Context: an optimization exercise on an open-source flow, tuned for small area. The choices shown serve that exercise and are no tape-out recipe. The RTL was checked by simulation tests, not by an equivalence proof against the original design. Power and IR drop assume default switching activity.

==> run M <==
==> flow/design.v <==
module interpreter (
            packet_type_compact,
            data_out,
            data_update_out,
            sampler_idle,
            clk,
            rst_n,
            packet_type,
            payload,
            payload_valid);
parameter integer CHANNEL = 16;
parameter integer DATA_BITS = 16;
input clk;     
input rst_n;   
input wire[5:0] packet_type;
input wire[47:0] payload;
input wire payload_valid;
output reg[2:0] packet_type_compact;
output reg[DATA_BITS*CHANNEL-1:0] data_out;
output reg data_update_out;
output reg sampler_idle;
always @(*) begin : proc_packet_type
    case (packet_type)
        6'h2a,
        6'h00:   packet_type_compact = 3'd0;
        6'h11: packet_type_compact = 3'd1;
        6'h22:  packet_type_compact = 3'd2;
        6'h33:  packet_type_compact = 3'd3;
        default:         packet_type_compact = 3'd4;
    endcase
end
wire is_idle = payload_valid && packet_type == 6'h2a;
wire is_fn   = payload_valid && (packet_type == 6'h11 || packet_type == 6'h22);
wire is_last = payload_valid && packet_type == 6'h33;
reg [2:0] buf_idx;
reg update;
always @(posedge clk or negedge rst_n) begin : proc_ctrl
    if(~rst_n) begin
        buf_idx <= 0;
        update <= 0;
        sampler_idle <= 1;
        data_update_out <= 0;
    end else begin
        update <= is_last;
        data_update_out <= update;
        if (is_idle)
            sampler_idle <= 1;
        else if (is_fn)
            sampler_idle <= 0;
        if (is_last)
            buf_idx <= 0;
        else if (is_fn)
            buf_idx <= buf_idx + 1;
    end
end
reg [47:0] buf0, buf1, buf2, buf3, buf4;
reg [31:0] buf5;
wire wr = is_fn || is_last;
always @(posedge clk) begin : proc_payload_buf
    if (wr && buf_idx == 3'd0) buf0 <= payload;
    if (wr && buf_idx == 3'd1) buf1 <= payload;
    if (wr && buf_idx == 3'd2) buf2 <= payload;
    if (wr && buf_idx == 3'd3) buf3 <= payload;
    if (wr && buf_idx == 3'd4) buf4 <= payload;
    if (wr && buf_idx == 3'd5) buf5 <= payload[31:0];
end
wire [CHANNEL*DATA_BITS-1:0] words = {buf5, buf4, buf3, buf2, buf1, buf0[47:16]};
wire [CHANNEL-1:0] bitset = buf0[15:0];
wire [CHANNEL*DATA_BITS-1:0] unpacked;
uncompress_pipeline #(.CHANNEL(CHANNEL), .DATA_BITS(DATA_BITS)) expand (
    .bitset(bitset),
    .words(words),
    .unpacked(unpacked)
);
integer k;
always @(posedge clk) begin : proc_data_out
    for (k = 0; k < CHANNEL; k = k + 1)
        if (update && bitset[k])
            data_out[k*DATA_BITS +: DATA_BITS] <= unpacked[k*DATA_BITS +: DATA_BITS];
end
endmodule
module uncompress_pipeline (
            bitset,
            words,
            unpacked);
parameter integer CHANNEL = 16;
parameter integer DATA_BITS = 16;
input wire [CHANNEL-1:0] bitset;
input wire [CHANNEL*DATA_BITS-1:0] words;
output reg [CHANNEL*DATA_BITS-1:0] unpacked;
reg [CHANNEL-1:0] m;
reg [3:0] zeros [0:CHANNEL-1];    
reg [CHANNEL-1:0] sel [0:3];      
reg [DATA_BITS-1:0] v [0:4][0:CHANNEL-1];
integer p, j, x, t;
always @(*) begin : proc_ctrl
    for (p = 0; p < CHANNEL; p = p + 1)
        m[p] = bitset[CHANNEL-1-p];
    zeros[0] = 0;
    for (p = 1; p < CHANNEL; p = p + 1)
        zeros[p] = zeros[p-1] + {3'd0, ~m[p-1]};
    for (j = 0; j < 4; j = j + 1)
        for (x = 0; x < CHANNEL; x = x + 1) begin
            sel[j][x] = 1'b0;
            for (t = 0; t < (1 << j); t = t + 1)
                if (x + t < CHANNEL && x >= (1 << j))
                    if (m[x+t] && zeros[x+t][j] && (zeros[x+t] & ((1 << j) - 1)) == t)
                        sel[j][x] = 1'b1;
        end
end
always @(*) begin : proc_net
    for (x = 0; x < CHANNEL; x = x + 1)
        v[4][x] = words[x*DATA_BITS +: DATA_BITS];
    for (j = 3; j >= 0; j = j - 1)
        for (x = 0; x < CHANNEL; x = x + 1)
            if (x >= (1 << j) && sel[j][x])
                v[j][x] = v[j+1][x - (1 << j)];
            else
                v[j][x] = v[j+1][x];
    for (x = 0; x < CHANNEL; x = x + 1)
        unpacked[(CHANNEL-1-x)*DATA_BITS +: DATA_BITS] = v[0][x];
end
endmodule
==> flow/run.sh <==
#!/bin/bash
# synth_recipe.tcl (not shown) runs the flow's synth.tcl, then flattens the netlist and writes it again
# the make line also repeats each setting of config.mk as NAME=value (left out here)
make -C /OpenROAD-flow-scripts/flow DESIGN_CONFIG=/design/flow/config.mk WORK_HOME=/design/flow/orfs CLKGATE_MAP_FILE= SYNTH_SCRIPT=/design/flow/synth_recipe.tcl finish
==> flow/config.mk <==
export PLATFORM = sky130hd
export DESIGN_NAME = interpreter
export DESIGN_NICKNAME = interpreter
export VERILOG_FILES = /design/flow/design.v
export SDC_FILE = /design/flow/constraint.sdc
export NUM_CORES = 4
export LEC_CHECK = 0
export ABC_AREA = 1
export CAP_MARGIN = 20
export CORE_MARGIN = 2
export CORE_UTILIZATION = 40
export SLEW_MARGIN = 20
==> flow/constraint.sdc <==
create_clock -name core_clock -period 5.0 [get_ports {clk}]
set_input_delay 1.0000 -clock core_clock [delete_from_list [all_inputs] [get_ports {clk}]]
set_output_delay 1.0000 -clock core_clock [all_outputs]
set_load 0.01 [all_outputs]
==> run H (differences from run M) <==
==> flow/design.v, changed modules only <==
module interpreter (
            packet_type_compact,
            data_out,
            data_update_out,
            sampler_idle,
            clk,
            rst_n,
            packet_type,
            payload,
            payload_valid);
parameter integer CHANNEL = 16;
parameter integer DATA_BITS = 16;
input clk;     
input rst_n;   
input wire[5:0] packet_type;
input wire[47:0] payload;
input wire payload_valid;
output reg[2:0] packet_type_compact;
output reg[DATA_BITS*CHANNEL-1:0] data_out;
output reg data_update_out;
output reg sampler_idle;
always @(*) begin : proc_packet_type
    case (packet_type)
        6'h2a,
        6'h00:   packet_type_compact = 3'd0;
        6'h11: packet_type_compact = 3'd1;
        6'h22:  packet_type_compact = 3'd2;
        6'h33:  packet_type_compact = 3'd3;
        default:         packet_type_compact = 3'd4;
    endcase
end
wire is_idle = payload_valid && packet_type == 6'h2a;
wire is_fn   = payload_valid && (packet_type == 6'h11 || packet_type == 6'h22);
wire is_last = payload_valid && packet_type == 6'h33;
reg [2:0] buf_idx;
reg update;
always @(posedge clk or negedge rst_n) begin : proc_ctrl
    if(~rst_n) begin
        buf_idx <= 0;
        update <= 0;
        sampler_idle <= 1;
        data_update_out <= 0;
    end else begin
        update <= is_last;
        data_update_out <= update;
        if (is_idle)
            sampler_idle <= 1;
        else if (is_fn)
            sampler_idle <= 0;
        if (is_last)
            buf_idx <= 0;
        else if (is_fn)
            buf_idx <= buf_idx + 1;
    end
end
reg [47:0] buf0, buf1, buf2, buf3, buf4;
reg [31:0] buf5;
wire wr = is_fn || is_last;
wire [CHANNEL-1:0] sel8_in, sel4_in;
reg [CHANNEL-1:8] sel8;
reg [CHANNEL-1:4] sel4;
uncompress_ctl #(.CHANNEL(CHANNEL)) expand_ctl (
    .bitset(payload[CHANNEL-1:0]),
    .sel8(sel8_in),
    .sel4(sel4_in)
);
always @(posedge clk) begin : proc_payload_buf
    if (wr && buf_idx == 3'd0) begin
        buf0 <= payload;
        sel8 <= sel8_in[CHANNEL-1:8];
        sel4 <= sel4_in[CHANNEL-1:4];
    end
    if (wr && buf_idx == 3'd1) buf1 <= payload;
    if (wr && buf_idx == 3'd2) buf2 <= payload;
    if (wr && buf_idx == 3'd3) buf3 <= payload;
    if (wr && buf_idx == 3'd4) buf4 <= payload;
    if (wr && buf_idx == 3'd5) buf5 <= payload[31:0];
end
wire [CHANNEL*DATA_BITS-1:0] words = {buf5, buf4, buf3, buf2, buf1, buf0[47:16]};
wire [CHANNEL-1:0] bitset = buf0[15:0];
wire [CHANNEL*DATA_BITS-1:0] near;
wire [CHANNEL-1:0] last_shift;
uncompress_pipeline #(.CHANNEL(CHANNEL), .DATA_BITS(DATA_BITS)) expand (
    .bitset(bitset),
    .sel8({sel8, 8'd0}),
    .sel4({sel4, 4'd0}),
    .words(words),
    .near(near),
    .last_shift(last_shift)
);
integer k;
reg [DATA_BITS-1:0] up;
reg take, take_up, take_here;
always @(posedge clk) begin : proc_data_out
    if (update && bitset[CHANNEL-1])
        data_out[(CHANNEL-1)*DATA_BITS +: DATA_BITS] <= near[(CHANNEL-1)*DATA_BITS +: DATA_BITS];
    for (k = 0; k < CHANNEL-1; k = k + 1) begin
        take = update & bitset[k];
        take_up = take & last_shift[k];
        take_here = take & ~last_shift[k];
        up = near[(k+1)*DATA_BITS +: DATA_BITS];
        data_out[k*DATA_BITS +: DATA_BITS] <=
              ({DATA_BITS{take_here}} & near[k*DATA_BITS +: DATA_BITS])
            | ({DATA_BITS{take_up}}   & up)
            | ({DATA_BITS{~take}}     & data_out[k*DATA_BITS +: DATA_BITS]);
    end
end
endmodule
module uncompress_ctl (
            bitset,
            sel8,
            sel4);
parameter integer CHANNEL = 16;
input wire [CHANNEL-1:0] bitset;
output reg [CHANNEL-1:0] sel8;    
output reg [CHANNEL-1:0] sel4;    
reg [CHANNEL-1:0] m;
reg [3:0] zeros [0:CHANNEL-1];    
reg [3:0] pre [0:4][0:CHANNEL-1];  
integer p, j, x, t;
always @(*) begin : proc_ctl
    for (p = 0; p < CHANNEL; p = p + 1)
        m[p] = bitset[CHANNEL-1-p];
    for (p = 0; p < CHANNEL; p = p + 1)
        pre[0][p] = {3'd0, ~m[p]};
    for (j = 0; j < 4; j = j + 1)
        for (p = 0; p < CHANNEL; p = p + 1)
            if ((p >> j) & 1)
                pre[j+1][p] = pre[j][p] + pre[j][((p >> j) << j) - 1];
            else
                pre[j+1][p] = pre[j][p];
    zeros[0] = 0;
    for (p = 1; p < CHANNEL; p = p + 1)
        zeros[p] = pre[4][p-1];
    for (x = 0; x < CHANNEL; x = x + 1) begin
        sel8[x] = x >= 8 && zeros[x][3];
        sel4[x] = 1'b0;
        for (t = 0; t < 4; t = t + 1)
            if (x + t < CHANNEL && x >= 4)
                if (m[x+t] && zeros[x+t][2] && zeros[x+t][1:0] == t)
                    sel4[x] = 1'b1;
    end
end
endmodule
module uncompress_pipeline (
            bitset,
            sel8,
            sel4,
            words,
            near,
            last_shift);
parameter integer CHANNEL = 16;
parameter integer DATA_BITS = 16;
input wire [CHANNEL-1:0] bitset;
input wire [CHANNEL-1:0] sel8;
input wire [CHANNEL-1:0] sel4;
input wire [CHANNEL*DATA_BITS-1:0] words;
output reg [CHANNEL*DATA_BITS-1:0] near;
output reg [CHANNEL-1:0] last_shift;
reg [CHANNEL-1:0] m;
reg [1:0] zeros [0:CHANNEL-1];    
reg [1:0] pre [0:4][0:CHANNEL-1];  
reg [CHANNEL-1:0] sel2;           
reg [DATA_BITS-1:0] v [1:4][0:CHANNEL-1];
integer p, j, x, t;
always @(*) begin : proc_ctl
    for (p = 0; p < CHANNEL; p = p + 1)
        m[p] = bitset[CHANNEL-1-p];
    for (p = 0; p < CHANNEL; p = p + 1)
        pre[0][p] = {1'b0, ~m[p]};
    for (j = 0; j < 4; j = j + 1)
        for (p = 0; p < CHANNEL; p = p + 1)
            if ((p >> j) & 1)
                pre[j+1][p] = pre[j][p] + pre[j][((p >> j) << j) - 1];
            else
                pre[j+1][p] = pre[j][p];
    zeros[0] = 0;
    for (p = 1; p < CHANNEL; p = p + 1)
        zeros[p] = pre[4][p-1];
    for (x = 0; x < CHANNEL; x = x + 1) begin
        sel2[x] = 1'b0;
        for (t = 0; t < 2; t = t + 1)
            if (x + t < CHANNEL && x >= 2)
                if (m[x+t] && zeros[x+t][1] && zeros[x+t][0] == t)
                    sel2[x] = 1'b1;
    end
    for (p = 0; p < CHANNEL; p = p + 1)
        last_shift[CHANNEL-1-p] = zeros[p][0];
end
always @(*) begin : proc_net
    for (x = 0; x < CHANNEL; x = x + 1)
        v[4][x] = words[x*DATA_BITS +: DATA_BITS];
    for (x = 0; x < CHANNEL; x = x + 1) begin
        v[3][x] = (x >= 8 && sel8[x]) ? v[4][(x+8)%CHANNEL] : v[4][x];
    end
    for (x = 0; x < CHANNEL; x = x + 1)
        v[2][x] = (x >= 4 && sel4[x]) ? v[3][(x+12)%CHANNEL] : v[3][x];
    for (x = 0; x < CHANNEL; x = x + 1)
        v[1][x] = (x >= 2 && sel2[x]) ? v[2][(x+14)%CHANNEL] : v[2][x];
    for (x = 0; x < CHANNEL; x = x + 1)
        near[(CHANNEL-1-x)*DATA_BITS +: DATA_BITS] = v[1][x];
end
endmodule
- CORE_UTILIZATION: 40 -> 50
==> results.txt <==
                                                                              run M                   run H
Run status                                               complete, but fails checks          finished clean
Layout check failures                                          negative setup slack                       -
Adder and majority gate portion of the synthesized area                       2.05%                   3.82%
R2r startpoint                                                   buf0[14]$_DFFE_PP_      buf0[15]$_DFFE_PP_
Count of cell types in the netlist                                               48                      52
Mean cell area of the mapped netlist                                       9.00 µm²                8.39 µm²
Post-synthesis sequential area ratio                                          55.2%                   51.4%
Starting Density                                                              40.5%                   50.4%
Area enclosed by the die boundary                                        0.0746 mm²              0.0572 mm²
Reg2reg setup slack                                                        -0.95 ns                 0.25 ns
Count of mapped cells out of synthesis                                         3221                    3299
Crit path capture                                            data_out[23]$_DFFE_PP_  sel4[11]$_SDFFCE_PP1P_
Clk power                                                                   4.73 mW                 4.42 mW
Power in combinational cells                                                2.49 mW                 1.78 mW
Area grow syn2layout                                                          40.7%                   22.3%
Diode count                                                                       1                       3
Switch share                                                                  29.6%                   26.9%
End-of-flow core utilization                                                  57.0%                   61.7%
Number of filler cells placed in the layout                                    6349                    4702
Dpl cells                                                                      4624                    4265
Share of post-route cells with drive strength above 1                         24.2%                   8.24%
Levels on crit path                                                              27                      17
Clock tree cell share of total cell area                                      5.08%                   5.64%

## separate check: timing with driven ports
Ports are ideal in the flow. The routed layouts listed here were re-timed in OpenROAD. Step 1, drivers: a clkbuf_16 drives clk and a buf_2 each remaining input, both assumed. Step 2 adds t to the input delays and takes it off the output delays; t is the mean of the earliest and latest rising clock arrival at the registers after step 1. Input paths then give back, and output paths get back, about the clock's delay inside the block. Slacks: ideal ports / drivers / drivers and shift; pairs: ideal ports / drivers.
run	t (ns)	setup WS [ns]	latest minus earliest clock arrival (ns)
run M	0.737	-0.946 / -0.946 / -0.946	0.064 / 0.064
run H	0.698	0.204 / 0.246 / -0.452	0.028 / 0.028
Met with ideal ports but missed after step 2: setup timing in run H. For run H, which loses most, drivers alone change the setup slack by +0.042 ns; drivers and shift together by -0.656 ns.
